This is an optimization exercise on Yosys and OpenROAD, whose aim is small area and a short achievable clock period, not a production implementation.
RTL that was checked went through simulation tests only; none was proved equivalent to the original.
The RTL of runs 4 and 5 was laid out without a check of its function.
No activity file was given, so power comes from the tool's default toggle rates.

--- flow/flow/run.sh ---
#!/bin/bash
set -euo pipefail
bash standard.sh 'BUFFER_PORTS_ARGS=-buffer_cell sky130_fd_sc_hd__buf_1' finish > standard_flow.log 2>&1
--- flow/standard.sh ---
#!/bin/bash
# synth_recipe.tcl (not shown) runs the flow's synth.tcl, then flattens the netlist and writes it again
# the make line also repeats each setting of config.mk as NAME=value (left out here)
make -C /OpenROAD-flow-scripts/flow DESIGN_CONFIG=/design/flow/config.mk WORK_HOME=/design/flow/orfs CLKGATE_MAP_FILE= SYNTH_SCRIPT=/design/flow/synth_recipe.tcl "${@:-finish}"
--- flow/config.mk ---
export PLATFORM = sky130hd
export DESIGN_NAME = chipInterface
export DESIGN_NICKNAME = chipInterface
export VERILOG_FILES = /design/flow/design.v
export SDC_FILE = /design/flow/constraint.sdc
export NUM_CORES = 4
export LEC_CHECK = 0
export ABC_AREA = 1
export CAP_MARGIN = 20
export CORE_MARGIN = 2
export CORE_UTILIZATION = 40
export CTS_BUF_LIST = sky130_fd_sc_hd__clkbuf_8
export SLEW_MARGIN = 20
--- flow/constraint.sdc ---
create_clock -name core_clock -period 20.0 [get_ports {CLOCK_50}]
set_input_delay 4.0000 -clock core_clock [delete_from_list [all_inputs] [get_ports {CLOCK_50}]]
set_output_delay 4.0000 -clock core_clock [all_outputs]
set_load 0.01 [all_outputs]
--- flow/design.v ---
`default_nettype none
module GradeZood(
	input logic GradeZoodNow, CLOCK_50, reset,
	input logic [2:0] master0, master1, master2, master3,
	input logic [2:0] guess0, guess1, guess2, guess3,
	input logic [3:0] seenOutZnarly,
	output logic [3:0] seenOutZood,
	output logic zoodDone
	);
	logic [3:0] seenOutZoodReg, zoodFinal;
	logic [2:0] guessAtIndex;
	logic [1:0] index;
	logic indexDone, gradeZoodIndexNow, changeSOZ, resetSeenOutZoodReg;
	GradeZoodIndex idg(.*);
	localparam logic [2:0] waiting = 3'd0, changeZ = 3'd5, done = 3'd6, check0 = 3'd1, check1 = 3'd2, check2 = 3'd3, check3 = 3'd4;
	logic [2:0] currentState, nextState;
	always_comb
		case (currentState)
			waiting: nextState = (~GradeZoodNow) ? waiting : (seenOutZnarly[0] == 0) ? check0 : (seenOutZnarly[1] == 0) ? check1 : (seenOutZnarly[2] == 0) ? check2 : (seenOutZnarly[3] == 0) ? check3 : changeZ;
			check0: nextState = (~indexDone) ? check0 : (seenOutZnarly[1] == 0) ? check1 : (seenOutZnarly[2] == 0) ? check2 : (seenOutZnarly[3] == 0) ? check3 : changeZ;
			check1: nextState = (~indexDone) ? check1 : (seenOutZnarly[2] == 0) ? check2 : (seenOutZnarly[3] == 0) ? check3 : changeZ;
			check2: nextState = (~indexDone) ? check2 : (seenOutZnarly[3] == 0) ? check3 : changeZ;
			check3: nextState = (~indexDone) ? check3 : changeZ;
			changeZ: nextState = done;
			done: nextState = waiting;
			default: nextState = waiting;
		endcase
	always_comb begin
		changeSOZ = 0;
		index = 0;
		zoodDone = 0;
		gradeZoodIndexNow = 1;
		guessAtIndex = 0;
		resetSeenOutZoodReg = 0;
		case (currentState)
			waiting: begin
				resetSeenOutZoodReg = 1;
				gradeZoodIndexNow = 0;
			end
			check0: begin index = 0; guessAtIndex = guess0; end
			check1: begin index = 1; guessAtIndex = guess1; end
			check2: begin index = 2; guessAtIndex = guess2; end
			check3: begin index = 3; guessAtIndex = guess3; end
			changeZ: begin changeSOZ = 1; gradeZoodIndexNow = 0; end
			done: begin zoodDone = 1; gradeZoodIndexNow = 0; end
			default: ;
		endcase
	end
	always_ff @(posedge CLOCK_50, posedge reset)
		if (reset) begin
			currentState <= waiting;
			seenOutZood <= 0;
			zoodFinal <= 0;
		end
		else begin
			if (changeSOZ)
				seenOutZood <= zoodFinal;
			currentState <= nextState;
			zoodFinal <= seenOutZoodReg;
		end
endmodule
module GradeZoodIndex(
	input logic gradeZoodIndexNow, CLOCK_50, reset, resetSeenOutZoodReg,
	input logic [2:0] guessAtIndex,
	input logic [2:0] master0, master1, master2, master3,
	input logic [1:0] index,
	input logic [3:0] zoodFinal, seenOutZnarly,
	output logic [3:0] seenOutZoodReg,
	output logic indexDone
	);
	logic seenMatch, seenMatchReg;
	logic resetZGT, timeToLoad;
	logic [1:0] updateIndex;
	localparam logic [2:0] waiting = 3'd0, done = 3'd5, check0 = 3'd1, check1 = 3'd2, check2 = 3'd3, check3 = 3'd4;
	logic [2:0] currentState, nextState;
	always_comb
		case (currentState)
			waiting: nextState = (~gradeZoodIndexNow) ? waiting : (index == 0 | zoodFinal[0]) ? check1 : check0;
			check0: nextState = (index == 1 | zoodFinal[1]) ? check2 : check1;
			check1: nextState = (index == 2 | zoodFinal[2]) ? check3 : check2;
			check2: nextState = (index == 3 | zoodFinal[3]) ? done : check3;
			check3: nextState = done;
			done: nextState = waiting;
			default: nextState = waiting;
		endcase
	always_comb begin
		seenMatch = 0;
		indexDone = 0;
		resetZGT = 0;
		updateIndex = 0;
		timeToLoad = 1;
		case (currentState)
			waiting: begin resetZGT = 1; timeToLoad = 0; end
			check0: begin
				seenMatch = (~seenMatchReg & (guessAtIndex == master0) & ~seenOutZnarly[0]) | seenOutZoodReg[0];
				updateIndex = 0;
			end
			check1: begin
				seenMatch = (~seenMatchReg & (guessAtIndex == master1) & ~seenOutZnarly[1]) | seenOutZoodReg[1];
				updateIndex = 1;
			end
			check2: begin
				seenMatch = (~seenMatchReg & (guessAtIndex == master2) & ~seenOutZnarly[2]) | seenOutZoodReg[2];
				updateIndex = 2;
			end
			check3: begin
				seenMatch = (~seenMatchReg & (guessAtIndex == master3) & ~seenOutZnarly[3]) | seenOutZoodReg[3];
				updateIndex = 3;
			end
			done: begin indexDone = 1; timeToLoad = 0; end
			default: ;
		endcase
	end
	always_ff @(posedge CLOCK_50, posedge reset)
		if (reset) begin
			currentState <= waiting;
			seenMatchReg <= 0;
			seenOutZoodReg <= 0;
		end
		else begin
			currentState <= nextState;
			if (resetZGT)
				seenMatchReg <= 0;
			else if (seenMatchReg == 0)
				seenMatchReg <= seenMatch;
			for (int k = 0; k < 4; k++)
				if (timeToLoad && updateIndex == k)
					seenOutZoodReg[k] <= seenMatch;
				else if (resetSeenOutZoodReg)
					seenOutZoodReg[k] <= 1'b0;
		end
endmodule
`default_nettype none
module chipInterface(
	input logic [17:0] SW,
	input logic [3:1] KEY,
	input logic KEY0,
	input logic CLOCK_50,
	output logic [6:0] HEX0, HEX1, HEX2, HEX3, HEX4, HEX5, HEX6, HEX7,
	output logic [7:0] LEDG,
	output logic [7:0] VGA_R, VGA_G, VGA_B,
	output logic VGA_BLANK_N, VGA_SYNC_N,
	output logic VGA_VS, VGA_HS
);
	logic clk, reset;
	assign clk = CLOCK_50;
	assign reset = ~KEY0;
	function automatic logic [6:0] bcd7(input logic [3:0] bcd);
		logic w, x, y, z;
		{w, x, y, z} = bcd;
		bcd7[6] = ~w&~x&~y | ~w&x&y&z;
		bcd7[5] = w&x | y&z | w&y | ~x&y | ~w&~x&z;
		bcd7[4] = z | w&y | x&~y;
		bcd7[3] = z&w | w&y | x&y&z | x&~y&~z | ~y&z&~x;
		bcd7[2] = w&x | w&y | ~x&y&~z;
		bcd7[1] = w&x | w&y | x&~y&z | x&y&~z;
		bcd7[0] = w&x | w&y | x&~y&~z | ~w&~x&~y&z;
	endfunction
	function automatic logic [2:0] popc(input logic [3:0] v);
		popc = {2'b0, v[0]} + {2'b0, v[1]} + {2'b0, v[2]} + {2'b0, v[3]};
	endfunction
	logic c1, c2, goNow;
	logic s1, s2, startGameNow;
	logic k1, k2, LSN, GradeItNow;
	logic gamePlaying, resetMaster, GameWon, GameOver, GameWonOut, ready, masterLoaded;
	always_ff @(posedge clk, posedge reset)
		if (reset) begin
			c1 <= 0; c2 <= 0; goNow <= 0;
			s1 <= 0; s2 <= 0; startGameNow <= 0;
			k1 <= 0; k2 <= 0; LSN <= 0; GradeItNow <= 0;
		end
		else begin
			c1 <= ~KEY[1]; c2 <= c1; goNow <= c1 & ~c2;
			s1 <= ~KEY[2]; s2 <= s1; startGameNow <= s1 & ~s2 & ready;
			k1 <= ~KEY[3]; k2 <= k1; LSN <= k1 & ~k2;
			GradeItNow <= k1 & ~k2 & gamePlaying;
		end
	always_ff @(posedge clk, posedge reset)
		if (reset) begin
			gamePlaying <= 0;
			resetMaster <= 0;
			GameWon <= 0;
		end
		else begin
			gamePlaying <= (~gamePlaying & ~resetMaster & startGameNow) | (gamePlaying & ~GameOver);
			resetMaster <= gamePlaying & GameOver;
			GameWon <= (~gamePlaying & ~resetMaster & GameWon) | (resetMaster & GameWonOut);
		end
	logic [2:0] cs, csNext;
	logic [2:0] NumGames;
	logic drop;
	assign drop = cs[2];
	always_comb begin
		csNext = {1'b0, cs[1:0]};
		if (goNow)
			case ({cs[1:0], SW[17:16]})
				4'b00_01: csNext = 3'd1;
				4'b00_10: csNext = 3'd3;
				4'b00_11: csNext = 3'd5;
				4'b01_01: csNext = 3'd2;
				4'b01_10: csNext = 3'd4;
				4'b01_11: csNext = 3'd6;
				4'b10_01: csNext = 3'd3;
				4'b10_10: csNext = 3'd5;
				4'b10_11: csNext = 3'd7;
				4'b11_01: csNext = 3'd4;
				4'b11_10: csNext = 3'd6;
				4'b11_11: csNext = 3'd4;
				default: ;
			endcase
	end
	always_ff @(posedge clk, posedge reset)
		if (reset) begin
			cs <= 0;
			NumGames <= 0;
		end
		else begin
			cs <= csNext;
			if (startGameNow)
				NumGames <= NumGames - 3'd1;
			else if (drop & (NumGames != 3'd7))
				NumGames <= NumGames + 3'd1;
		end
	assign ready = (NumGames != 3'd0) & masterLoaded & ~gamePlaying;
	logic [3:0][2:0] master, masterD;
	assign masterLoaded = (master[0] != 0) & (master[1] != 0) & (master[2] != 0) & (master[3] != 0);
	always_comb
		for (int k = 0; k < 4; k++)
			if (LSN & ~gamePlaying & (SW[4:3] == k) & (master[k] == 0))
				masterD[k] = SW[2:0];
			else if (resetMaster)
				masterD[k] = 3'd0;
			else
				masterD[k] = master[k];
	always_ff @(posedge clk, posedge reset)
		if (reset) master <= 0;
		else master <= masterD;
	logic loadGuessNow, GradeZnarlyNow, GradeZoodNow, IncRoundNumber, zoodDone;
	logic [2:0] gst, gstNext;
	localparam logic [2:0] G_WAIT = 3'd0, G_LOAD = 3'd1, G_ZN = 3'd2, G_ZO = 3'd3, G_DONE = 3'd4;
	always_comb begin
		case (gst)
			G_WAIT: gstNext = GradeItNow ? G_LOAD : G_WAIT;
			G_LOAD: gstNext = G_ZN;
			G_ZN:   gstNext = G_ZO;
			G_ZO:   gstNext = zoodDone ? G_DONE : G_ZO;
			default: gstNext = G_WAIT;
		endcase
		loadGuessNow   = (gst == G_LOAD);
		GradeZnarlyNow = (gst == G_ZN);
		GradeZoodNow   = (gst == G_ZO);
		IncRoundNumber = (gst == G_DONE);
	end
	logic [3:0][2:0] guess;
	logic [3:0] RoundNumber;
	logic [2:0] Znarly;
	logic [3:0] seenOutZnarly, seenOutZood, eq;
	logic [2:0] rsrl;
	always_comb
		for (int k = 0; k < 4; k++)
			eq[k] = (guess[k] == master[k]);
	assign rsrl = gamePlaying ? popc(eq) : 3'd0;
	always_ff @(posedge clk, posedge reset)
		if (reset) begin
			gst <= G_WAIT;
			guess <= 0;
			RoundNumber <= 0;
			Znarly <= 0;
			GameWonOut <= 0;
			seenOutZnarly <= 0;
		end
		else begin
			gst <= gstNext;
			if (loadGuessNow) guess <= SW[11:0];
			else if (resetMaster) guess <= 0;
			if (IncRoundNumber) RoundNumber <= RoundNumber + 4'd1;
			else if (resetMaster) RoundNumber <= 0;
			if (GradeZnarlyNow) begin
				Znarly <= rsrl;
				GameWonOut <= (rsrl == 3'd4);
				seenOutZnarly <= eq;
			end
			else if (~gamePlaying) begin
				Znarly <= 0;
				GameWonOut <= 0;
				seenOutZnarly <= 0;
			end
		end
	assign GameOver = GameWonOut | (RoundNumber == 4'd8);
	GradeZood gz0(
		.GradeZoodNow (GradeZoodNow), .CLOCK_50 (clk), .reset (reset),
		.master0 (master[0]), .master1 (master[1]), .master2 (master[2]), .master3 (master[3]),
		.guess0 (guess[0]), .guess1 (guess[1]), .guess2 (guess[2]), .guess3 (guess[3]),
		.seenOutZnarly (seenOutZnarly), .seenOutZood (seenOutZood), .zoodDone (zoodDone));
	logic [2:0] zoodCount, Zood;
	assign zoodCount = popc(seenOutZood);
	assign Zood = gamePlaying ? zoodCount : 3'd0;
	assign HEX0 = bcd7({1'b0, NumGames});
	assign HEX1 = bcd7(RoundNumber);
	assign HEX2 = bcd7({1'b0, Zood});
	assign HEX3 = bcd7({1'b0, Znarly});
	assign HEX4 = bcd7(4'd0);
	assign HEX5 = bcd7(seenOutZnarly);
	assign HEX6 = bcd7(seenOutZood);
	assign HEX7 = bcd7(4'd0);
	assign LEDG = {5'b0, gamePlaying, GameOver, GameWon};
	mastermindVGA vga(
		.clk (clk), .reset (reset),
		.SW (SW), .gamePlaying (gamePlaying), .clearGame (resetMaster),
		.RoundNumber (RoundNumber), .Znarly (Znarly), .zoodCount (zoodCount),
		.NumGames (NumGames), .masterD (masterD),
		.VGA_R (VGA_R), .VGA_G (VGA_G), .VGA_B (VGA_B),
		.VGA_BLANK_N (VGA_BLANK_N), .VGA_SYNC_N (VGA_SYNC_N),
		.VGA_VS (VGA_VS), .VGA_HS (VGA_HS));
endmodule
module mastermindVGA(
	input logic clk, reset,
	input logic [17:0] SW,
	input logic gamePlaying, clearGame,
	input logic [3:0] RoundNumber,
	input logic [2:0] Znarly, zoodCount,
	input logic [2:0] NumGames,
	input logic [3:0][2:0] masterD,
	output logic [7:0] VGA_R, VGA_G, VGA_B,
	output logic VGA_BLANK_N, VGA_SYNC_N,
	output logic VGA_VS, VGA_HS
	);
	localparam logic [4:0] C_BLACK = 5'b00000, C_RED = 5'b11000, C_BLUE = 5'b00011,
		C_CYAN = 5'b00101, C_GREEN = 5'b00100, C_YELLOW = 5'b11100,
		C_PURPLE = 5'b01011, C_WHITE = 5'b11111;
	function automatic logic [4:0] shapeColor(input logic [2:0] shape,
		input logic top, bottom, left, right);
		shapeColor = C_BLACK;
		case (shape)
			3'd2: if (left | right) shapeColor = C_RED;
			3'd1: if (left | top) shapeColor = C_BLUE;
			3'd3: if (right | top) shapeColor = C_CYAN;
			3'd5: if (right | bottom) shapeColor = C_GREEN;
			3'd6: if (left | bottom) shapeColor = C_YELLOW;
			3'd4: if (bottom | top) shapeColor = C_PURPLE;
			default: ;
		endcase
	endfunction
	function automatic logic [3:0] zzEncode(input logic [2:0] n, z);
		logic [2:0] w;
		w = (z < 3'd4 - n) ? z : 3'd4 - n;
		case (n)
			3'd0: zzEncode = {1'b0, w};
			3'd1: zzEncode = 4'd5 + {1'b0, w};
			3'd2: zzEncode = 4'd9 + {1'b0, w};
			3'd3: zzEncode = 4'd12 + {1'b0, w};
			default: zzEncode = 4'd14;
		endcase
	endfunction
	function automatic logic [7:0] zzDecode(input logic [3:0] c);
		case (c)
			4'd0:  zzDecode = 8'b0000_0000;
			4'd1:  zzDecode = 8'b1000_0000;
			4'd2:  zzDecode = 8'b1100_0000;
			4'd3:  zzDecode = 8'b1110_0000;
			4'd4:  zzDecode = 8'b1111_0000;
			4'd5:  zzDecode = 8'b0000_0001;
			4'd6:  zzDecode = 8'b1000_0001;
			4'd7:  zzDecode = 8'b1100_0001;
			4'd8:  zzDecode = 8'b1110_0001;
			4'd9:  zzDecode = 8'b0000_0011;
			4'd10: zzDecode = 8'b1000_0011;
			4'd11: zzDecode = 8'b1100_0011;
			4'd12: zzDecode = 8'b0000_0111;
			4'd13: zzDecode = 8'b1000_0111;
			default: zzDecode = 8'b0000_1111;
		endcase
	endfunction
	logic       ph;
	logic [3:0] gx, gy;
	logic [5:0] dx, dy;
	logic       lineEnd, rowAdv;
	assign lineEnd = ph & (gx == 4'd12) & (dx == 6'd6);             
	assign rowAdv  = lineEnd | ((gy == 4'd9) & (dy == 6'd42));      
	always_ff @(posedge clk, posedge reset)
		if (reset) begin
			ph <= 1'b1; gx <= 4'd12; dx <= 6'd7;     
			gy <= 4'd9; dy <= 6'd43;                 
		end
		else begin
			ph <= ~ph;
			if (ph) begin
				if ((gx == 4'd15) & (dx == 6'd19)) begin gx <= 4'd0; dx <= 6'd0; end
				else if (dx == 6'd51) begin gx <= gx + 4'd1; dx <= 6'd0; end
				else dx <= dx + 6'd1;
			end
			if (rowAdv) begin
				if ((gy == 4'd10) & (dy == 6'd0)) begin gy <= 4'd0; dy <= 6'd0; end
				else if (dy == 6'd51) begin gy <= gy + 4'd1; dy <= 6'd0; end
				else dy <= dy + 6'd1;
			end
		end
	logic [7:0]       rowValid;
	logic [7:0][15:0] rowData;
	logic [3:0]       zzIn;
	assign zzIn = zzEncode(Znarly, zoodCount);
	always_ff @(posedge clk, posedge reset)
		if (reset) rowValid <= 8'd0;
		else if (clearGame) rowValid <= 8'd0;
		else if (gamePlaying)
			for (int r = 0; r < 8; r++)
				if (RoundNumber == r) rowValid[r] <= 1'b1;
	always_ff @(posedge clk)
		if (gamePlaying)
			for (int r = 0; r < 8; r++)
				if (RoundNumber == r) rowData[r] <= {SW[11:0], zzIn};
	logic [15:0] rowNext;
	logic [2:0]  shapeG, shapeM, numValue;
	logic [7:0]  zzSq;
	logic        zoneX, zoneY;
	logic        segXa, segXr, segXl, segY0, segYup, segYlo, segY3, segY6;
	logic [6:0]  isSeg;
	logic        isNum, inBox, top, bottom, left, right;
	logic [3:0]  boxX, boxY;
	logic [4:0]  zzColor, nmColor, msColor;
	always_comb begin
		if (clearGame) rowNext = 16'd0;
		else if (gamePlaying & (RoundNumber == gy)) rowNext = {SW[11:0], zzIn};
		else if (rowValid[gy[2:0]]) rowNext = rowData[gy[2:0]];
		else rowNext = 16'd0;
	end
	always_comb begin
		case (gx[1:0])
			2'd1: begin shapeG = rowNext[15:13]; shapeM = masterD[3]; end
			2'd2: begin shapeG = rowNext[12:10]; shapeM = masterD[2]; end
			2'd3: begin shapeG = rowNext[9:7];   shapeM = masterD[1]; end
			default: begin shapeG = rowNext[6:4]; shapeM = masterD[0]; end
		endcase
	end
	assign zoneX = (gx <= 4'd5);
	assign zoneY = (gy <= 4'd8);
	assign segXa  = (dx >= 6'd10) & (dx < 6'd32);
	assign segXr  = (dx >= 6'd28) & (dx < 6'd32);
	assign segXl  = (dx >= 6'd10) & (dx < 6'd14);
	assign segY0  = (dy >= 6'd10) & (dy < 6'd14);
	assign segYup = (dy >= 6'd10) & (dy < 6'd21);
	assign segYlo = (dy >= 6'd21) & (dy < 6'd32);
	assign segY3  = (dy >= 6'd28) & (dy < 6'd32);
	assign segY6  = (dy >= 6'd19) & (dy < 6'd23);
	assign isSeg  = {segXa & segY6, segXl & segYup, segXl & segYlo, segXa & segY3,
	                 segXr & segYlo, segXr & segYup, segXa & segY0};
	assign numValue = (gx == 4'd5) ? NumGames : gy[2:0];
	always_comb
		case (numValue)
			3'd0: isNum = |isSeg[5:0];
			3'd1: isNum = |isSeg[2:1];
			3'd2: isNum = isSeg[0] | isSeg[1] | isSeg[6] | isSeg[4] | isSeg[3];
			3'd3: isNum = (|isSeg[3:0]) | isSeg[6];
			3'd4: isNum = (|isSeg[6:5]) | (|isSeg[2:1]);
			3'd5: isNum = (|isSeg[6:5]) | (|isSeg[3:2]) | isSeg[0];
			3'd6: isNum = (|isSeg[6:2]) | isSeg[0];
			default: isNum = |isSeg[2:0];
		endcase
	assign inBox  = (dx < 6'd42) & (dy < 6'd42);
	assign top    = (dy < 6'd15);
	assign bottom = (dy >= 6'd27);
	assign left   = (dx < 6'd15);
	assign right  = (dx >= 6'd27);
	assign boxX = {dx >= 6'd26, dx < 6'd16, dx >= 6'd26, dx < 6'd16};
	assign boxY = {dy >= 6'd26, dy >= 6'd26, dy < 6'd16, dy < 6'd16};
	assign zzSq = zzDecode(rowNext[3:0]);
	always_comb begin
		zzColor = C_BLACK;
		for (int k = 3; k >= 0; k--)
			if (boxX[k] & boxY[k] & inBox)
				zzColor = zzSq[k] ? C_RED : zzSq[k+4] ? C_WHITE : C_BLACK;
	end
	always_comb begin
		nmColor = C_BLACK;
		msColor = C_BLACK;
		if (zoneX & zoneY) begin
			if (gy == 4'd8) begin
				if ((gx == 4'd5) & isNum) nmColor = C_CYAN;
				else if ((gx != 4'd0) & (gx != 4'd5) & inBox)
					msColor = shapeColor(shapeM, top, bottom, left, right);
			end
			else begin
				if (gx == 4'd0) begin
					if (isNum) nmColor = C_WHITE;
				end
				else if (gx == 4'd5) nmColor = zzColor;
				else if (inBox) nmColor = shapeColor(shapeG, top, bottom, left, right);
			end
		end
	end
	logic [4:0] nmReg, msReg, col;
	logic       hsReg, vsReg, blankReg;
	always_ff @(posedge clk, posedge reset)
		if (reset) begin
			nmReg <= 0; msReg <= 0;
			hsReg <= 1'b1; vsReg <= 1'b1; blankReg <= 1'b0;
		end
		else begin
			nmReg <= nmColor;
			msReg <= msColor;
			hsReg <= ~(((gx == 4'd9) & (dx >= 6'd19)) | (gx == 4'd10) | ((gx == 4'd11) & (dx <= 6'd10)));
			vsReg <= ~((gy == 4'd9) & ((dy == 6'd12) | (dy == 6'd13)));
			blankReg <= ((gx == 4'd9) & (dx >= 6'd3)) | (gx == 4'd10) | (gx == 4'd11) |
			            ((gx == 4'd12) & (dx <= 6'd6)) |
			            ((gy == 4'd9) & (dy >= 6'd2) & (dy <= 6'd42));
		end
	assign col = nmReg | (SW[15] ? msReg : 5'd0);
	assign VGA_R = {col[3], col[4], col[4], col[3], col[3], col[4], col[4], col[3]};
	assign VGA_G = {8{col[2]}};
	assign VGA_B = {col[0], col[0], col[1], col[1], col[0], col[0], col[1], col[1]};
	assign VGA_HS = hsReg;
	assign VGA_VS = vsReg;
	assign VGA_BLANK_N = ~blankReg;
	assign VGA_SYNC_N = 1'b0;
endmodule
==> reports/qor.csv, run 1 <==
metric;value;unit
status;finished clean;
end_kind;primary output;
htree_num_levels;2;
worstSkewPairLatency;0.59;ns
worstPathArrival;4.65;ns
yosysTopAreaCell;edfxtp_1;
period_needed;8.65;ns
drt-total-wl;34600;um
tns;0;ns
ys.flop_type;edfxtp_1;
p_per_area;104;mW/mm^2
hpwl;23400;um
initial_utilization;40.5;%
die_h;188;um
ctsResizeCount;0;
grt_util_all_layers;19.4;%
fin_nets;1695;
use_met1;26.7;%
cpMostUsedCell;buf_1;
p_comb_share;29.4;%
crit_chain;buf_1 -> a21o_1 -> buf_1;
layoutNonFillerInstCount;2118;
viasPerCell;5.18;
ys.warnings.count;4;
antenna_cells;0;
antenna_found_initial;0;
setup.worst_path.start_class;input pin;
cts_sinks;247;
postRouteAntennaNets;0;
hold_slack;0.371;ns
busiest_layer;met2;
max_stage_delay;0.27;ns
final_util;44.5;%
grt_use_met2;31.4;%
yosysSeqAreaShare;50.5;%
worstPathMaxFanout;8;
portBuffers;91;
rsz0062_at_grt;false;
drt_iter0_markers;883;
synth.distinct_cells;62;
finClkSkew;0.0366;ns
clk_pin_slew;0.06;ns
grt_pass1_wl;54900;um
cts_hold_buf;0;
switching_share;36.8;%
place_congestion;0.882;
num_rows;67;
syn-cell-area;0.0135;mm^2
dp.cells;2038;
cap_viol_max_count;0;
worst_pin_slew;0.917;ns
dieArea;0.0353;mm^2
peakVddDrop;0.0519;mV
slew_headroom;38.5;%
leakagePower;0.00657;uW
postCtsSetupBuffers;0;
critPathRequiredTime;16.00;ns
max_freq;0.116;GHz
avgRoutedWirePerCell;16.3;um
grt_max_degree;75;
core;0.0334;mm^2
io_pins;115;
grt_pass1_vias;10400;
min_path_type;reg2reg;
cts_inserted_buffers;43;
path_class;in2out;
routed-via-count;11000;
min_period_over_period;43.3;%
p_switching;567;uW
layout_commonest_cell;nand2_1;
avgSynthCellArea;8.70;um^2
final_cell_mix;nand2_1 (235), nor2_1 (224), inv_1 (214);
slowest_stage;a21o_1;
synth_top_area_share;28.4;%
cts_tree;built;
die_w;188;um
synth_edf_count;128;
synth_area_leaders;edfxtp_1 (28%), dfrtp_1 (19%), nand2_1 (6.5%);
first_pass_iters;6;
hold_violations;0;
finalSetupViolCount;0;
drive_gt1_share;8.14;%
clkPwrFrac;27.8;%
drv_slew;0;
use_met3;3.61;%
syn2layout_area_growth;9.88;%
cts_buffer_depth;3;
overflow;0;
synthArstFlopShare;48.2;%
p_seq_share;42.9;%
internal_power;974;uW
route.detailed.drc;0;
cts-root-buf;clkbuf_8;
ys_ff_latch;247;
syn-instance-count;1555;
through the flow:
step	power, uW	setup WS [ns]	cell area [um^2]
final	1540	11.35	14900
after global placement	1110	11.33	14100
after CTS	1550	11.30	14900
after global routing	1640	11.25	14900
after detailed placement	1110	11.31	14100
after floorplan	988	11.60	13600
state kept, by name (all words and copies together), names as in the netlist, 3 cells and up:
signal	count
vga.gx	4
vga.dy	6
vga.nmReg	5
vga.rowData	128
vga.gy	4
gz0.zoodFinal	4
gz0.seenOutZood	4
gz0.idg.seenOutZoodReg	4
master	12
vga.rowValid	8
NumGames	3
cs	3
gst	3
vga.dx	6
RoundNumber	4
vga.msReg	5
gz0.currentState	3
guess	12
Znarly	3
seenOutZnarly	4
gz0.idg.currentState	3
critical path, delay by kind of cell:
kind / cells / cell delay, ns
AO/OA/AOI/OAI: 1 / 0.27
buffers and inverters: 2 / 0.38
path summary, 6_finish.rpt:
| path | startpoint | depth (start not counted) | endpoint | slack, ns |
|---|---|---|---|---|
| setup / recovery | SW[15] | 3 | VGA_G[2] | 11.35 |
| hold / removal | k1 | 0 | k2 | 0.37 |
| setup reg to reg | gz0.seenOutZood[0] | 28 | vga.nmReg[3] | 15.61 |
| hold reg to reg | k1 | 0 | k2 | 0.37 |
| max in group asynchronous | KEY0 | 3 | master[8] | 15.10 |
| min in group asynchronous | KEY0 | 1 | vga.blankReg | 3.34 |
cells in the mapped netlist, drive strengths merged, types with 32 or more instances:
cell type,number
edfxtp,128
a21oi,47
nand3,103
nor3,38
o21ai,140
o22ai,40
dfrtp,105
o211ai,32
ha,34
nand2,245
inv,205
nor2,229
buf,69
layer usage:
layer | part of all wire [%] | wire [um] | vias to the layer above
li1 | - | - | 5347
met1 | 46 | 15900 | 5187
met2 | 46 | 15800 | 378
met3 | 6.2 | 2140 | 53
met4 | 2.2 | 772 | 0
met5 | 0 | 0 | -
area by class of cell:
cell class / instances / area [um^2]
clock buffers: 46 / 633
fillers: 3298 / 18600
clock inverters: 34 / 164
repair buffers: 106 / 458
multi-input cells: 1029 / 5430
inverters: 208 / 792
flip-flops and latches: 247 / 6840
well taps: 448 / 561
kinds of logic (layout without fill, tap and decap cells):
kind of cell | count (synthesis) | after routing | share of synthesized area [%]
simple gates | 641 | 641 | 20.1
compound gates | 302 | 302 | 13.7
other cells | 2 | 20 | 0.0555
xor+xnor | 29 | 29 | 1.88
flops | 247 | 247 | 50.5
fa+ha+maj | 37 | 37 | 3.59
buf+inv | 297 | 394 | 10.2
power groups by stage:
stage | Clock, uW | Sequential (uW) | Combinational (uW)
after floorplan | 0 | 644 | 343
after global placement | 0 | 668 | 441
after detailed placement | 0 | 668 | 447
after CTS | 439 | 659 | 450
after global routing | 465 | 667 | 511
final | 428 | 660 | 452
==> run 2: changes to the inputs <==
--- a/flow/config.mk
+++ b/flow/config.mk
@@ -11,3 +11,3 @@
 export CORE_UTILIZATION = 40
-export CTS_BUF_LIST = sky130_fd_sc_hd__clkbuf_8
+export CTS_BUF_LIST = sky130_fd_sc_hd__clkbuf_4
 export SLEW_MARGIN = 20
==> reports/qor.csv, run 2 <==
metric;value;unit
antenna_found_initial;2;
rsz0062_at_grt;false;
wl_met2;16000;um
synth_area_leaders;edfxtp_1 (28%), dfrtp_1 (19%), nand2_1 (6.5%);
setup.worst_path.start_class;input pin;
hold_start;k1;
yosysTopAreaCell;edfxtp_1;
largest_reg_flops;128;
switching_share;36.3;%
hold_end;k2;
wl_met1;15500;um
final_cell_mix;nand2_1 (235), nor2_1 (224), inv_1 (193);
syn-instance-count;1555;
worstSkewPairLatency;0.68;ns
internal_power;989;uW
die_h;188;um
route.detailed.drc;0;
r2r_start;gz0.seenOutZood[0];
worstPathMaxFanout;8;
fill_cells;3319;
p_per_area;104;mW/mm^2
fin_nets;1718;
slew_headroom;38.3;%
r2r-end;vga.nmReg[3];
hold_violations;0;
largest_register;vga.rowData;
grt_pass1_wl;55400;um
worst_pin_slew;0.921;ns
portBuffers;91;
num_rows;67;
grt_pass1_vias;10600;
syn2layout_area_growth;10.1;%
end_kind;primary output;
whs_path_depth;0;
synth_top_area_share;28.4;%
worstPathArrival;4.65;ns
place_congestion;0.882;
cap_viol_max_count;0;
core;0.0334;mm^2
wl_met3;2380;um
multi_input_area;0.00543;mm^2
crit_chain;buf_1 -> a21o_1 -> buf_1;
die_w;188;um
yosysSeqAreaShare;50.5;%
yosys.cell_count.top_type;nand2_1;
tns;0;ns
cts_buffer_depth;3;
initial_utilization;40.5;%
top_layer_used;met4;
regArea;0.00684;mm^2
layout_commonest_cell;nand2_1;
first_pass_iters;6;
max_freq;0.116;GHz
reg2reg_depth;28;
leakagePower;0.00657;uW
cts-root-buf;clkbuf_4;
hpwl;23400;um
grt_max_degree;75;
ys_ff_latch;247;
routed-via-count;11000;
p_comb_share;29.0;%
avgSynthCellArea;8.70;um^2
synthArstFlopShare;48.2;%
avgRoutedWirePerCell;16.0;um
p_seq_share;42.4;%
cts_tree;built;
finalSetupViolCount;0;
synth.distinct_cells;62;
p_switching;564;uW
clk_pin_slew;0.06;ns
cpLargestDelayFamily;buffers and inverters;
critPathRequiredTime;16.00;ns
ys.flop_type;edfxtp_1;
dp.cells;2038;
drt-total-wl;34500;um
htree_num_levels;3;
drt_iter0_markers;832;
min_path_type;reg2reg;
syn-cell-area;0.0135;mm^2
drv_slew;0;
finClkSkew;0.0415;ns
postCtsSetupBuffers;0;
path_buf_inv;2;
ctsResizeCount;0;
reg_top3;vga.rowData: 128 flops, guess: 12 flops, master: 12 flops;
overflow;0;
final_util;44.6;%
cts_inserted_buffers;66;
status;finished clean;
peakVddDrop;0.0524;mV
layoutNonFillerInstCount;2156;
cpMostUsedCell;buf_1;
min_period_over_period;43.3;%
path_class;in2out;
drive_gt1_share;10.4;%
dieArea;0.0353;mm^2
period_needed;8.65;ns
clkPwrFrac;28.5;%
max_stage_delay;0.27;ns
ys.warnings.count;4;
io_pins;115;
viasPerCell;5.12;
cts_sinks;247;
cts_hold_buf;0;
postRouteAntennaNets;0;
synth_edf_count;128;
slowest_stage;a21o_1;
worst-r2r-setup-slack;15.63;ns
yosys-top-cells-count;nand2_1 (235), nor2_1 (224), inv_1 (193);
grt_util_all_layers;19.7;%
[run 2: cell counts after synthesis]
Identical to the previous run, type by type.
[run 2: power by group through the flow]
| stage | Sequential, uW | Clock, uW | Combinational (uW) |
|---|---|---|---|
| after floorplan | 644 | 0 | 343 |
| after global placement | 668 | 0 | 441 |
| after detailed placement | 668 | 0 | 447 |
| after CTS | 659 | 458 | 450 |
| after global routing | 667 | 487 | 511 |
| final | 659 | 443 | 451 |
[run 2: area by class of cell]
class                      count  share of cell area, %
multi-input combinational   1029                   36.4
sequential                   247                   45.9
tap                          448                   3.76
clock inverter                28                   1.11
inverter                     208                   5.31
antenna                        2                 0.0336
clock buffer                  88                   4.43
timing repair buffer         106                   3.07
[run 2: cell families (layout without fill, tap and decap cells)]
group | Yosys count | count (layout) | share of synthesized area [%]
xor+xnor | 29 | 29 | 1.88
other cells | 2 | 22 | 0.0555
flops | 247 | 247 | 50.5
buf+inv | 297 | 430 | 10.2
compound gates | 302 | 302 | 13.7
fa+ha+maj | 37 | 37 | 3.59
simple gates | 641 | 641 | 20.1
[run 2: metal layers]
layer / up-vias / track usage [%]
met4: 0 / 6.45
li1: 5433 / -
met5: - / 0
met1: 5145 / 26.6
met2: 396 / 31.8
met3: 59 / 4.23
[run 2: through the flow]
stage	setup slack (ns)	total power, uW	hold slack [ns]	area [um^2]
2_1_floorplan	11.60	988	0.354	13600
3_3_place_gp	11.33	1110	0.357	14100
3_5_place_dp	11.31	1110	0.360	14100
4_1_cts	11.30	1570	0.374	14900
5_1_grt	11.25	1660	0.381	14900
6_report	11.35	1550	0.371	14900
[run 2: worst max path at each step]
stage,startpoint,slack (ns),cells after the start,endpoint
floorplan,SW[15],11.60,2,VGA_G[1]
global placement,SW[15],11.33,3,VGA_G[7]
detailed placement,SW[15],11.31,3,VGA_G[6]
CTS,SW[15],11.30,3,VGA_G[6]
global route,SW[15],11.25,3,VGA_G[2]
finish,SW[15],11.35,3,VGA_G[2]
==> run 3: changes to the inputs <==
==> flow/run.sh (new file) <==
#!/bin/bash
# synth_recipe.tcl (not shown) runs the flow's synth.tcl, then flattens the netlist and writes it again
# the make line also repeats each setting of config.mk as NAME=value (left out here)
make -C /OpenROAD-flow-scripts/flow DESIGN_CONFIG=/design/flow/config.mk WORK_HOME=/design/flow/orfs CLKGATE_MAP_FILE= SYNTH_SCRIPT=/design/flow/synth_recipe.tcl finish
--- a/flow/config.mk
+++ b/flow/config.mk
@@ -7,3 +7,2 @@
 export LEC_CHECK = 0
-export ABC_AREA = 1
 export CAP_MARGIN = 20
@@ -11,3 +10,2 @@
 export CORE_UTILIZATION = 40
-export CTS_BUF_LIST = sky130_fd_sc_hd__clkbuf_4
 export SLEW_MARGIN = 20
removed: flow/flow/run.sh
removed: flow/standard.sh
==> reports/qor.csv, run 3 <==
metric;value;unit
status;finished clean;
grt_pass1_vias;9594;
max_freq;0.106;GHz
grt_util_all_layers;18.9;%
drv_slew;0;
path_class;in2out;
antenna_cells;0;
synth_top_area_share;27.9;%
cap_viol_max_count;0;
postRouteAntennaNets;0;
route.detailed.drc;0;
initial_utilization;40.9;%
peakVddDrop;0.0719;mV
whs_path_depth;0;
r2r-end;vga.nmReg[4];
syn-cell-area;0.0138;mm^2
synth_area_leaders;edfxtp_1 (28%), dfrtp_1 (19%), mux4_2 (4.4%);
grt_max_degree;74;
first_pass_iters;7;
end_kind;primary output;
fin_nets;1383;
cts_buffer_depth;3;
die_w;190;um
r2r_start;gz0.seenOutZood[0];
portBuffers;91;
routed-via-count;9964;
core;0.0337;mm^2
setup.worst_path.start_class;input pin;
antenna_found_initial;0;
worst-r2r-setup-slack;14.74;ns
tns;0;ns
drive_gt1_share;10.6;%
cts-root-buf;clkbuf_16;
cts_inserted_buffers;27;
syn2layout_area_growth;14.2;%
min_period_over_period;47.0;%
yosysTopAreaCell;edfxtp_1;
worstSkewPairLatency;0.56;ns
rsz0062_at_grt;false;
finClkSkew;0.0148;ns
reg_top3;vga.rowData: 128 flops, guess: 12 flops, master: 12 flops;
yosysSeqAreaShare;49.6;%
overflow;0;
leakagePower;0.00610;uW
ys.flop_type;edfxtp_1;
reg2reg_depth;18;
die_h;190;um
period_needed;9.41;ns
cts_tree;built;
grt_pass1_wl;53700;um
drt-total-wl;33700;um
avgRoutedWirePerCell;18.8;um
viasPerCell;5.56;
num_rows;67;
largest_register;vga.rowData;
synth.distinct_cells;90;
cts_hold_buf;0;
hold_end;k2;
dieArea;0.0360;mm^2
synth_edf_count;128;
hold_slack;0.374;ns
worstPathMaxFanout;8;
hold_start;k1;
place_congestion;0.871;
ctsResizeCount;0;
htree_num_levels;1;
clk_pin_slew;0.06;ns
avgSynthCellArea;10.7;um^2
cts_sinks;247;
largest_reg_flops;128;
yosys-top-cells-count;edfxtp_1 (128), nand2_1 (125), dfrtp_1 (105);
layout_commonest_cell;edfxtp_1;
p_per_area;107;mW/mm^2
final_cell_mix;edfxtp_1 (128), nand2_1 (125), dfrtp_1 (104);
hold_violations;0;
critPathRequiredTime;16.00;ns
synthArstFlopShare;48.2;%
syn-instance-count;1289;
ys.warnings.count;4;
yosys.cell_count.top_type;edfxtp_1;
io_pins;115;
worst_pin_slew;1.10;ns
drt_iter0_markers;880;
hpwl;23000;um
ys_ff_latch;247;
slew_headroom;26.7;%
min_path_type;reg2reg;
finalSetupViolCount;0;
worstPathArrival;5.41;ns
postCtsSetupBuffers;0;
==> run 3: changes by cell type after synthesis, sizes merged, moves of 21 or more <==
cell / change
inv: -147
o211ai: -26
nand3: -64
clkbuf: +29
nor2b: +26
mux4: +29
o21ai: -61
o22ai: -27
nor2: -137
nand2: -120
xnor2: +21
mux2i: +27
==> run 3: per-stage QoR <==
step	util [%]	instance area (um^2)	instances	power [uW]	setup slack (ns)
2_1_floorplan	-	13900	1307	997	11.60
3_3_place_gp	43.7	14700	1741	1150	10.59
3_5_place_dp	43.7	14700	1741	1160	10.56
4_1_cts	46.6	15700	1791	1700	10.55
5_1_grt	46.7	15700	1792	1790	10.52
6_report	46.7	15700	1792	1690	10.59
==> run 3: worst max-delay path by stage <==
stage,start,to,depth (start not counted)
floorplan,SW[15],VGA_G[1],2
global placement,SW[15],VGA_G[0],3
detailed placement,SW[15],VGA_G[7],3
CTS,SW[15],VGA_G[7],3
global route,SW[15],VGA_G[7],3
finish,SW[15],VGA_G[7],3
==> run 3: kinds of logic (layout without fill, tap and decap cells) <==
group,Yosys count,after routing,synth area share (%)
simple gates,406,406,14.2
flops,247,247,49.6
mux,76,76,8.39
other cells,2,20,0.0545
fa+ha+maj,37,37,3.52
buf+inv,173,210,6.36
compound gates,302,302,14.9
xor+xnor,46,46,3.03
==> run 3: where the power goes <==
group          switching [uW]  internal [uW]  leakage, uW
registers                76.7            602      0.00264
clock network             210            327     0.000471
logic                     257            216      0.00299
==> run 3: cell type report <==
class	count	area, um^2
clock buffers	29	683
clock inverters	21	283
fillers	3059	18000
inverters	59	221
multi-input cells	887	6150
flip-flops and latches	247	6840
well taps	448	561
repair buffers	101	1000
==> run 3: critical path, cell delays in order <==
cell and delay [ns]:
clkdlybuf4s50_1 0.57, a21o_1 0.26, clkdlybuf4s50_1 0.58
==> run 3: metal layers <==
| layer | up-vias | wire, um | global-route usage [%] |
|---|---|---|---|
| met5 | - | 0 | 0 |
| met1 | 4909 | 15300 | 26.7 |
| met4 | 0 | 618 | 4.35 |
| li1 | 4692 | - | - |
| met3 | 44 | 1900 | 2.77 |
| met2 | 319 | 16000 | 30.9 |
==> run 4: changes to the inputs <==
--- a/flow/design.v
+++ b/flow/design.v
@@ -308,3 +308,3 @@
 		.clk (clk), .reset (reset),
-		.SW (SW), .gamePlaying (gamePlaying), .clearGame (resetMaster),
+		.SW (SW), .gamePlaying (gamePlaying), .clearGame (resetMaster), .IncRoundNumber (IncRoundNumber),
 		.RoundNumber (RoundNumber), .Znarly (Znarly), .zoodCount (zoodCount),
@@ -318,3 +318,3 @@
 	input logic [17:0] SW,
-	input logic gamePlaying, clearGame,
+	input logic gamePlaying, clearGame, IncRoundNumber,
 	input logic [3:0] RoundNumber,
@@ -397,6 +397,22 @@
 		end
+	function automatic logic [3:0] cellBits(input logic [15:0] r16, input logic [2:0] idx);
+		case (idx)
+			3'd1: cellBits = {1'b0, r16[15:13]};
+			3'd2: cellBits = {1'b0, r16[12:10]};
+			3'd3: cellBits = {1'b0, r16[9:7]};
+			3'd4: cellBits = {1'b0, r16[6:4]};
+			default: cellBits = r16[3:0];
+		endcase
+	endfunction
 	logic [7:0]       rowValid;
-	logic [7:0][15:0] rowData;
-	logic [3:0]       zzIn;
+	logic [7:0][15:0] ring;
+	logic [2:0]       p, pendRow, tgt;
+	logic [15:0]      L, portIn, rowIn;
+	logic             pending, commitNow;
+	logic [3:0]       zzIn, C;
 	assign zzIn = zzEncode(Znarly, zoodCount);
+	assign rowIn = {SW[11:0], zzIn};
+	assign commitNow = pending & (p == pendRow);
+	assign portIn = commitNow ? L : ring[0];
+	assign tgt = (dx >= 6'd42) ? gx[2:0] + 3'd1 : gx[2:0];
 	always_ff @(posedge clk, posedge reset)
@@ -407,7 +423,21 @@
 				if (RoundNumber == r) rowValid[r] <= 1'b1;
-	always_ff @(posedge clk)
-		if (gamePlaying)
-			for (int r = 0; r < 8; r++)
-				if (RoundNumber == r) rowData[r] <= {SW[11:0], zzIn};
-	logic [15:0] rowNext;
+	always_ff @(posedge clk, posedge reset)
+		if (reset) begin
+			p <= 3'd0;
+			pending <= 1'b0;
+		end
+		else begin
+			p <= p + 3'd1;
+			if (clearGame) pending <= 1'b0;
+			else if (IncRoundNumber & gamePlaying & ~RoundNumber[3]) pending <= 1'b1;
+			else if (commitNow) pending <= 1'b0;
+		end
+	always_ff @(posedge clk) begin
+		ring[6:0] <= ring[7:1];
+		ring[7] <= portIn;
+		if (IncRoundNumber & gamePlaying) pendRow <= RoundNumber[2:0];
+		if (gamePlaying & (~pending | commitNow)) L <= rowIn;
+		if (p == gy[2:0]) C <= cellBits(portIn, tgt);
+	end
+	logic [3:0]  cbits;
 	logic [2:0]  shapeG, shapeM, numValue;
@@ -421,13 +451,15 @@
 	always_comb begin
-		if (clearGame) rowNext = 16'd0;
-		else if (gamePlaying & (RoundNumber == gy)) rowNext = {SW[11:0], zzIn};
-		else if (rowValid[gy[2:0]]) rowNext = rowData[gy[2:0]];
-		else rowNext = 16'd0;
+		if (clearGame) cbits = 4'd0;
+		else if (gamePlaying & (RoundNumber == gy)) cbits = cellBits(rowIn, gx[2:0]);
+		else if (~rowValid[gy[2:0]]) cbits = 4'd0;
+		else if (pending & (pendRow == gy[2:0])) cbits = cellBits(L, gx[2:0]);
+		else cbits = C;
 	end
+	assign shapeG = cbits[2:0];
 	always_comb begin
 		case (gx[1:0])
-			2'd1: begin shapeG = rowNext[15:13]; shapeM = masterD[3]; end
-			2'd2: begin shapeG = rowNext[12:10]; shapeM = masterD[2]; end
-			2'd3: begin shapeG = rowNext[9:7];   shapeM = masterD[1]; end
-			default: begin shapeG = rowNext[6:4]; shapeM = masterD[0]; end
+			2'd1: shapeM = masterD[3];
+			2'd2: shapeM = masterD[2];
+			2'd3: shapeM = masterD[1];
+			default: shapeM = masterD[0];
 		endcase
@@ -465,3 +497,3 @@
 	assign boxY = {dy >= 6'd26, dy >= 6'd26, dy < 6'd16, dy < 6'd16};
-	assign zzSq = zzDecode(rowNext[3:0]);
+	assign zzSq = zzDecode(cbits);
 	always_comb begin
==> flow/flow/run.sh (new file) <==
#!/bin/bash
set -euo pipefail
CTS="-sink_clustering_enable -repair_clock_nets -buf_list sky130_fd_sc_hd__clkbuf_8 -sink_clustering_size 20 -sink_clustering_max_diameter 80 -dont_use_dummy_load"
bash standard.sh 'BUFFER_PORTS_ARGS=-buffer_cell sky130_fd_sc_hd__buf_1' "CTS_ARGS=$CTS" finish > standard_flow.log 2>&1
==> flow/standard.sh (new file) <==
#!/bin/bash
# synth_recipe.tcl (not shown) runs the flow's synth.tcl, then flattens the netlist and writes it again
# the make line also repeats each setting of config.mk as NAME=value (left out here)
make -C /OpenROAD-flow-scripts/flow DESIGN_CONFIG=/design/flow/config.mk WORK_HOME=/design/flow/orfs CLKGATE_MAP_FILE= SYNTH_SCRIPT=/design/flow/synth_recipe.tcl "${@:-finish}"
--- a/flow/config.mk
+++ b/flow/config.mk
@@ -7,2 +7,3 @@
 export LEC_CHECK = 0
+export ABC_AREA = 1
 export CAP_MARGIN = 20
removed: flow/run.sh
==> reports/qor.csv, run 4 <==
metric;value;unit
status;finished clean;
p_comb_share;34.9;%
yosys-top-cells-count;nand2_1 (237), inv_1 (214), dfxtp_1 (128);
final_cell_mix;nand2_1 (237), inv_1 (214), dfxtp_1 (128);
avgSynthCellArea;8.60;um^2
die_w;182;um
postCtsSetupBuffers;0;
finalSetupViolCount;0;
ys_ff_latch;274;
core;0.0313;mm^2
switching_share;38.3;%
synth_area_leaders;dfrtp_1 (22%), dfxtp_1 (20%), nand2_1 (7.1%);
cts_hold_buf;0;
grt_max_degree;66;
r2r-end;vga.nmReg[4];
synth_top_area_share;21.6;%
critPathRequiredTime;16.00;ns
tns;0;ns
clkPwrFrac;17.6;%
cp-endpoint;VGA_G[5];
place_congestion;0.910;
viasPerCell;5.01;
worst_pin_slew;0.996;ns
leakagePower;0.00636;uW
yosys.cell_count.top_type;nand2_1;
grt_pass1_wl;46200;um
final_util;42.6;%
cts-root-buf;clkbuf_8;
hold_start;vga.ring[49];
antenna_found_initial;0;
worstPathMaxFanout;8;
hold_slack;0.336;ns
cts_inserted_buffers;19;
antenna_cells;0;
slew_headroom;33.6;%
layout_commonest_cell;nand2_1;
route.detailed.drc;0;
period_needed;8.59;ns
peakVddDrop;0.0679;mV
initial_utilization;40.3;%
reg_top3;vga.ring: 128 flops, vga.L: 16 flops;
routed-via-count;9669;
min_path_type;reg2reg;
drt-total-wl;28200;um
portBuffers;91;
io_pins;115;
setup.worst_path.start_class;input pin;
end_kind;primary output;
cts_buffer_depth;3;
drt_iter0_markers;620;
overflow;0;
clk_pin_slew;0.10;ns
first_pass_iters;5;
max_freq;0.116;GHz
ys.flop_type;dfxtp_1;
worst_slack;11.41;ns
syn-cell-area;0.0126;mm^2
worstPathArrival;4.59;ns
reg2reg_depth;27;
yosysTopAreaCell;dfrtp_1;
ys.warnings.count;4;
cts_sinks;274;
synth.distinct_cells;62;
p_switching;540;uW
cts_tree;built;
p_seq_share;47.5;%
largest_reg_flops;128;
postRouteAntennaNets;0;
finClkSkew;0.0468;ns
startpoint;SW[15];
path_class;in2out;
layoutNonFillerInstCount;1931;
syn2layout_area_growth;5.85;%
rsz0062_at_grt;false;
drive_gt1_share;5.89;%
dp_slack;11.39;ns
hold_violations;0;
fin_nets;1599;
worst-r2r-setup-slack;15.42;ns
synthArstFlopShare;44.9;%
num_rows;65;
dp.cells;1912;
dieArea;0.0330;mm^2
grt_pass1_vias;9111;
die_h;182;um
yosysSeqAreaShare;50.4;%
p_per_area;106;mW/mm^2
min_period_over_period;43.0;%
syn-instance-count;1465;
avgRoutedWirePerCell;14.6;um
cap_viol_max_count;0;
synth_edf_count;23;
ctsResizeCount;0;
worstSkewPairLatency;0.55;ns
hpwl;21500;um
htree_num_levels;1;
r2r_start;gz0.seenOutZood[0];
grt_util_all_layers;17.1;%
internal_power;869;uW
drv_slew;0;
largest_register;vga.ring;
run 4: cells by family (layout without fill, tap and decap cells):
group,after synthesis,after routing,synth area share (%)
buffers and inverters,295,341,10.5
flip-flops,274,274,50.4
XOR/XNOR,38,38,2.64
adder cells (fa/ha/maj),45,45,4.65
AND/OR/NAND/NOR,564,564,20.1
other,2,20,0.0596
AO/OA/AOI/OAI,247,247,11.7
run 4: cell type report:
class,instances,area [um^2]
Inverter,228,863
Multi-Input combinational cell,914,5000
Clock buffer,19,262
Tap cell,402,503
Fill cell,3118,18000
Timing Repair Buffer,94,368
Sequential cell,274,6350
run 4: per-stage QoR:
stage               power [uW]  cell area, um^2
global placement          1160            13100
floorplan                 1050            12700
CTS                       1420            13300
detailed placement        1170            13100
global route              1520            13300
finish                    1410            13300
run 4: critical path, stage by stage:
cell and delay, ns:
buf_1 0.17, a21o_1 0.25, buf_1 0.18
run 4: power groups by stage:
stage	clock network [uW]	registers (uW)	logic, uW
floorplan	0	662	385
CTS	261	669	491
finish	248	669	492
detailed placement	0	681	489
global route	280	678	559
global placement	0	679	482
run 4: how the worst min path moves through the flow:
stage / to / depth (start not counted)
2_1_floorplan: vga.ring[0] / 0
3_3_place_gp: vga.ring[86] / 0
3_5_place_dp: vga.ring[54] / 0
4_1_cts: vga.ring[54] / 0
5_1_grt: vga.ring[109] / 0
6_report: vga.ring[33] / 0
run 4: metal layers:
metal | GRT usage (%) | share of wire [%] | vias up
li1 | - | - | 4864
met1 | 23.7 | 48 | 4581
met2 | 28.6 | 47 | 175
met3 | 2.09 | 3.4 | 49
met4 | 4.29 | 2.3 | 0
met5 | 0 | 0 | -
==> run 5: changes to the inputs <==
==> flow/flow/run.sh (replaced) <==
#!/bin/bash
set -euo pipefail
CTS="-sink_clustering_enable -repair_clock_nets -buf_list sky130_fd_sc_hd__clkbuf_16 -sink_clustering_size 40 -sink_clustering_max_diameter 80 -dont_use_dummy_load"
bash standard.sh 'BUFFER_PORTS_ARGS=-buffer_cell sky130_fd_sc_hd__buf_1' "CTS_ARGS=$CTS" finish > standard_flow.log 2>&1
==> reports/qor.csv, run 5 <==
metric;value;unit
num_rows;65;
period_needed;8.59;ns
leakagePower;0.00641;uW
critPathRequiredTime;16.00;ns
drt-total-wl;28200;um
ys.flop_type;dfxtp_1;
grt_use_met2;28.7;%
busiest_layer;met2;
finClkSkew;0.0702;ns
grt_max_degree;66;
final_cell_mix;nand2_1 (237), inv_1 (214), dfxtp_1 (128);
antenna_cells;0;
reg_top3;vga.ring: 128 flops, vga.L: 16 flops;
dieArea;0.0330;mm^2
largest_reg_flops;128;
tns;0;ns
synth.distinct_cells;62;
largest_register;vga.ring;
worst_pin_slew;0.982;ns
postCtsSetupBuffers;0;
path_class;in2out;
fin_nets;1595;
yosys.cell_count.top_type;nand2_1;
dp.cells;1912;
routed-via-count;9627;
hpwl;21500;um
layout_commonest_cell;nand2_1;
synth_top_area_share;21.6;%
end_kind;primary output;
status;finished clean;
syn-instance-count;1465;
finalSetupViolCount;0;
hold_violations;0;
grt_util_all_layers;17.2;%
die_h;182;um
drive_gt1_share;5.64;%
drv_slew;0;
cts_sinks;274;
grt_pass1_vias;9033;
first_pass_iters;5;
clk_pin_slew;0.11;ns
grt_pass1_wl;46300;um
portBuffers;91;
rsz0062_at_grt;false;
ys_ff_latch;274;
syn2layout_area_growth;6.75;%
cts_hold_buf;0;
min_period_over_period;43.0;%
synth_edf_count;23;
cts_tree;built;
use_met1;23.9;%
cts-root-buf;clkbuf_16;
use_met3;2.03;%
viasPerCell;5.00;
cap_viol_max_count;0;
yosysSeqAreaShare;50.4;%
postRouteAntennaNets;0;
slew_headroom;34.5;%
antenna_found_initial;0;
drt_iter0_markers;617;
synthArstFlopShare;44.9;%
avgRoutedWirePerCell;14.7;um
setup.worst_path.start_class;input pin;
place_congestion;0.910;
htree_num_levels;1;
layoutNonFillerInstCount;1927;
cts_inserted_buffers;15;
avgSynthCellArea;8.60;um^2
peakVddDrop;0.0682;mV
worstPathMaxFanout;8;
initial_utilization;40.3;%
cts_buffer_depth;3;
min_path_type;reg2reg;
route.detailed.drc;0;
hold_slack;0.317;ns
syn-cell-area;0.0126;mm^2
die_w;182;um
io_pins;115;
worstPathArrival;4.59;ns
synth_area_leaders;dfrtp_1 (22%), dfxtp_1 (20%), nand2_1 (7.1%);
max_freq;0.116;GHz
overflow;0;
p_per_area;109;mW/mm^2
worstSkewPairLatency;0.52;ns
ctsResizeCount;0;
core;0.0313;mm^2
yosysTopAreaCell;dfrtp_1;
yosys-top-cells-count;nand2_1 (237), inv_1 (214), dfxtp_1 (128);
ys.warnings.count;4;
-- run 5: layer usage --
layer	routed length [um]	share of wire [%]
met4	583	2.1
met1	13500	48
met2	13100	46
met5	0	0
met3	995	3.5
-- run 5: cell type report --
type | count | area, um^2
clock buffers | 15 | 375
fillers | 3112 | 17900
inverters | 228 | 863
multi-input cells | 914 | 5000
flip-flops and latches | 274 | 6350
well taps | 402 | 503
repair buffers | 94 | 368
-- run 5: critical path, stage by stage --
cell	delay [ns]
buf_1	0.17
a21o_1	0.25
buf_1	0.18
-- run 5: worst paths after layout --
| check | startpoint | endpoint | slack [ns] | cells past startpoint |
|---|---|---|---|---|
| max | SW[15] | VGA_G[5] | 11.41 | 3 |
| min | vga.ring[113] | vga.ring[97] | 0.32 | 0 |
| max reg2reg | gz0.seenOutZood[0] | vga.nmReg[4] | 15.47 | 27 |
| min reg2reg | vga.ring[113] | vga.ring[97] | 0.32 | 0 |
| max in group asynchronous | KEY0 | gz0.seenOutZood[0] | 14.96 | 2 |
| min in group asynchronous | KEY0 | vga.msReg[3] | 3.62 | 1 |
-- run 5: cell families (layout without fill, tap and decap cells) --
kind of cell | Yosys count | in the layout | synth area share [%]
buffers and inverters | 295 | 337 | 10.5
other | 2 | 20 | 0.0596
adders and majority gates | 45 | 45 | 4.65
DFF | 274 | 274 | 50.4
AOI/OAI and AO/OA | 247 | 247 | 11.7
xor gates and xnor gates | 38 | 38 | 2.64
and+or+nand+nor | 564 | 564 | 20.1
-- run 5: through the flow --
step	setup slack, ns	power (uW)	cell area [um^2]	utilization (%)
after floorplan	11.58	1050	12700	-
after global placement	11.43	1160	13100	41.8
after detailed placement	11.39	1170	13100	41.8
after CTS	11.39	1470	13500	43.0
after global routing	11.31	1570	13500	43.0
final	11.41	1460	13500	43.0
-- run 5: report_power, final --
group / switching [uW] / internal [uW] / total (uW)
sequential: 53.1 / 617 / 670
clock: 167 / 135 / 302
combinational: 326 / 167 / 493
total: 546 / 918 / 1460
==> run 6: changes to the inputs <==
--- a/flow/design.v
+++ b/flow/design.v
@@ -158,2 +158,7 @@
 	endfunction
+	function automatic logic [6:0] bcd7to4(input logic [2:0] v);
+		logic x, y, z;
+		{x, y, z} = v;
+		bcd7to4 = {~x & ~y, y | z, x | z, x | (z & ~y), y & ~z, 1'b0, x | (z & ~y)};
+	endfunction
 	function automatic logic [2:0] popc(input logic [3:0] v);
@@ -288,3 +293,3 @@
 		end
-	assign GameOver = GameWonOut | (RoundNumber == 4'd8);
+	assign GameOver = GameWonOut | RoundNumber[3];    
 	GradeZood gz0(
@@ -298,5 +303,5 @@
 	assign HEX0 = bcd7({1'b0, NumGames});
-	assign HEX1 = bcd7(RoundNumber);
-	assign HEX2 = bcd7({1'b0, Zood});
-	assign HEX3 = bcd7({1'b0, Znarly});
+	assign HEX1 = RoundNumber[3] ? 7'b0 : bcd7({1'b0, RoundNumber[2:0]});
+	assign HEX2 = bcd7to4(Zood);
+	assign HEX3 = bcd7to4(Znarly);
 	assign HEX4 = bcd7(4'd0);
==> flow/flow/run.sh (replaced) <==
#!/bin/bash
set -euo pipefail
MARGIN=11.8
CTS="-sink_clustering_enable -repair_clock_nets -buf_list sky130_fd_sc_hd__clkbuf_8 -sink_clustering_size 15 -sink_clustering_max_diameter 60 -dont_use_dummy_load"
bash standard.sh 'BUFFER_PORTS_ARGS=-buffer_cell sky130_fd_sc_hd__buf_1' "CTS_ARGS=$CTS" "SETUP_SLACK_MARGIN=$MARGIN" finish > standard_flow.log 2>&1
==> reports/qor.csv, run 6 <==
metric;value;unit
crit_chain;buf_12 -> a21o_4 -> buf_6;
die_h;181;um
place_congestion;0.905;
cts_buffer_depth;3;
whs_path_depth;0;
hpwl;21900;um
die_w;181;um
period_needed;8.49;ns
r2r-end;vga.nmReg[1];
max_freq;0.118;GHz
grt_pass1_vias;9374;
slew_headroom;36.0;%
cap_viol_max_count;0;
largest_register;vga.ring;
cts_inserted_buffers;26;
syn-cell-area;0.0126;mm^2
leakagePower;0.00640;uW
min_period_over_period;42.4;%
rsz0062_at_grt;true;
first_pass_iters;5;
routed-via-count;9627;
critPathRequiredTime;16.00;ns
yosys.cell_count.top_type;nand2_1;
hold_violations;0;
antenna_found_initial;0;
ys.flop_type;dfxtp_1;
reg2reg_depth;27;
grt_pass1_wl;47500;um
path_buf_inv;2;
antenna_cells;0;
worst_pin_slew;0.960;ns
initial_utilization;40.8;%
place_area;0.0131;mm^2
use_met1;24.4;%
fin_nets;1569;
ys_ff_latch;274;
yosysTopAreaCell;dfrtp_1;
dp_slack;11.37;ns
hold_start;vga.ring[38];
final_cell_mix;nand2_1 (228), inv_1 (204), dfxtp_1 (128);
layout_commonest_cell;nand2_1;
ys.warnings.count;4;
status;finished clean;
largest_reg_flops;128;
cts_tree;built;
synth_area_leaders;dfrtp_1 (22%), dfxtp_1 (20%), nand2_1 (6.8%);
end_kind;primary output;
finClkSkew;0.0605;ns
cts-root-buf;clkbuf_8;
p_total;1400;uW
dieArea;0.0329;mm^2
p_per_area;102;mW/mm^2
viasPerCell;5.08;
postRouteAntennaNets;0;
finalSetupViolCount;0;
yosysSeqAreaShare;50.4;%
postCtsSetupBuffers;0;
grt_util_all_layers;17.8;%
reg_top3;vga.ring: 128 flops, vga.L: 16 flops;
setup.worst_path.start_class;input pin;
critical_path_depth;3;
synth_top_area_share;21.7;%
num_rows;64;
syn2layout_area_growth;8.24;%
avgRoutedWirePerCell;15.5;um
path_class;in2out;
portBuffers;89;
startpoint;SW[15];
design_area;0.0136;mm^2
syn-instance-count;1432;
core;0.0308;mm^2
tns;0;ns
io_pins;115;
drt_iter0_markers;610;
grt_use_met2;29.7;%
drive_gt1_share;10.2;%
busiest_layer;met2;
clk_pin_slew;0.08;ns
slowest_stage;a21o_4;
overflow;0;
cts_sinks;274;
hold_end;vga.ring[22];
peakVddDrop;0.0445;mV
grt_max_degree;76;
yosys-top-cells-count;nand2_1 (228), inv_1 (204), dfxtp_1 (128);
htree_num_levels;1;
final_util;44.2;%
worstPathMaxFanout;8;
route.detailed.drc;0;
use_met3;2.25;%
cpLargestDelayFamily;buffers and inverters;
avgSynthCellArea;8.79;um^2
max_stage_delay;0.24;ns
synth.distinct_cells;66;
worstSkewPairLatency;0.57;ns
worst-r2r-setup-slack;15.30;ns
min_path_type;reg2reg;
drt-total-wl;29300;um
worst_slack;11.51;ns
r2r_start;gz0.seenOutZood[0];
drv_slew;0;
worstPathArrival;4.49;ns
synthArstFlopShare;44.9;%
synth_edf_count;23;
[run 6: changes by cell type after synthesis, sizes merged, moves of 4 or more]
cell,delta
nand3,-22
nand2,+4
inv,-11
o2111ai,+4
or2,-5
a21oi,+13
nor3,-5
nor4,-5
o211ai,+5
o22ai,-13
o21ai,-12
[run 6: what timing repair did]
action | 4_1_cts | 5_1_grt
gates resized for setup | 52 | 1
pin swaps | 1 | 1
endpoints found under the setup margin | 24 | 24
endpoints found under the hold margin | 0 | 0
hold buffers | 0 | 0
[run 6: cells by family after synthesis]
| kind of cell | after synthesis | share of synthesized area (%) |
|---|---|---|
| other | 2 | 0.0596 |
| adders and majority gates | 44 | 4.55 |
| xor gates and xnor gates | 39 | 2.71 |
| DFF | 274 | 50.4 |
| buffers and inverters | 287 | 10.4 |
| AOI/OAI and AO/OA | 253 | 12.5 |
| and+or+nand+nor | 533 | 19.4 |
[run 6: metal layers]
metal	vias to the layer above	share of wire (%)
li1	4758	-
met1	4608	47
met2	224	46
met3	37	4.7
met4	0	2.1
met5	-	0
[run 6: where the power goes]
part	internal, uW	switching (uW)
clock network	115	173
logic	153	286
registers	610	57.5
[run 6: layout make-up]
| cell class | count | area (um^2) |
|---|---|---|
| Tap cell | 396 | 495 |
| Inverter | 217 | 818 |
| Sequential cell | 274 | 6350 |
| Fill cell | 3064 | 17200 |
| Timing Repair Buffer | 92 | 557 |
| Multi-Input combinational cell | 891 | 5050 |
| Clock buffer | 26 | 358 |
[run 6: how the worst max path moves through the flow]
| stage | to | slack, ns |
|---|---|---|
| after floorplan | VGA_G[1] | 11.64 |
| after global placement | VGA_G[7] | 11.39 |
| after detailed placement | VGA_G[3] | 11.37 |
| after CTS | VGA_G[3] | 11.50 |
| after global routing | VGA_G[7] | 11.50 |
| final | VGA_G[5] | 11.51 |
[run 6: worst reg2reg max path: stages, from the launching register on]
cell and delay (ns):
dfrtp_1 0.50, fa_1 0.52, ha_1 0.21, ha_1 0.35, ha_1 0.30, inv_1 0.03
nor2_1 0.10, nand2_2 0.08, nand2_2 0.08, nand2_1 0.06, nand2_2 0.11, nor2_1 0.05
a31oi_1 0.38, or2_2 0.19, a21oi_1 0.05, nor2_1 0.27, inv_1 0.14, ha_1 0.33
nand3_1 0.08, nand2_1 0.07, inv_1 0.04, a21oi_1 0.17, nor2_1 0.07, nor2_1 0.08
nand2_1 0.06, nand2_1 0.07, nand2_2 0.06, nor3b_2 0.15
[run 6: stage by stage]
stage,std cells,hold WS (ns)
2_1_floorplan,1452,0.310
3_3_place_gp,1870,0.310
4_1_cts,1896,0.321
5_1_grt,1896,0.334
6_report,1896,0.314
3_5_place_dp,1870,0.312

## afterwards: timing with drivers on the ports
Ports are ideal in the flow. The routed layouts listed here were re-timed in OpenROAD.
Step 1 sets driving cells, clkbuf_16 on the clock port and buf_2 on the other inputs (assumed; they add their load-dependent delay and slew).
Step 2 also shifts input and output timing later by t, the mid clock arrival at the registers, as if the neighbouring blocks saw the same clock.
a / b / c = no drivers / after step 1 / after step 2; a / b = the first two.
| run | shift t [ns] | setup slack, ns | worst setup path at the end |
|---|---|---|---|
| run 1 | 0.613 | 11.347 / 11.326 / 11.326 | input to output |
| run 2 | 0.708 | 11.347 / 11.326 / 11.326 | input to output |
| run 3 | 0.597 | 10.590 / 10.558 / 10.558 | input to output |
| run 4 | 0.570 | 11.408 / 11.383 / 11.383 | input to output |
| run 5 | 0.538 | 11.408 / 11.383 / 11.383 | input to output |
| run 6 | 0.583 | 11.511 / 11.462 / 11.462 | input to output |
After both steps setup and hold are still met in every run listed. For run 6, which loses most, drivers alone change the setup slack by -0.049 ns; drivers and shift together by -0.049 ns.
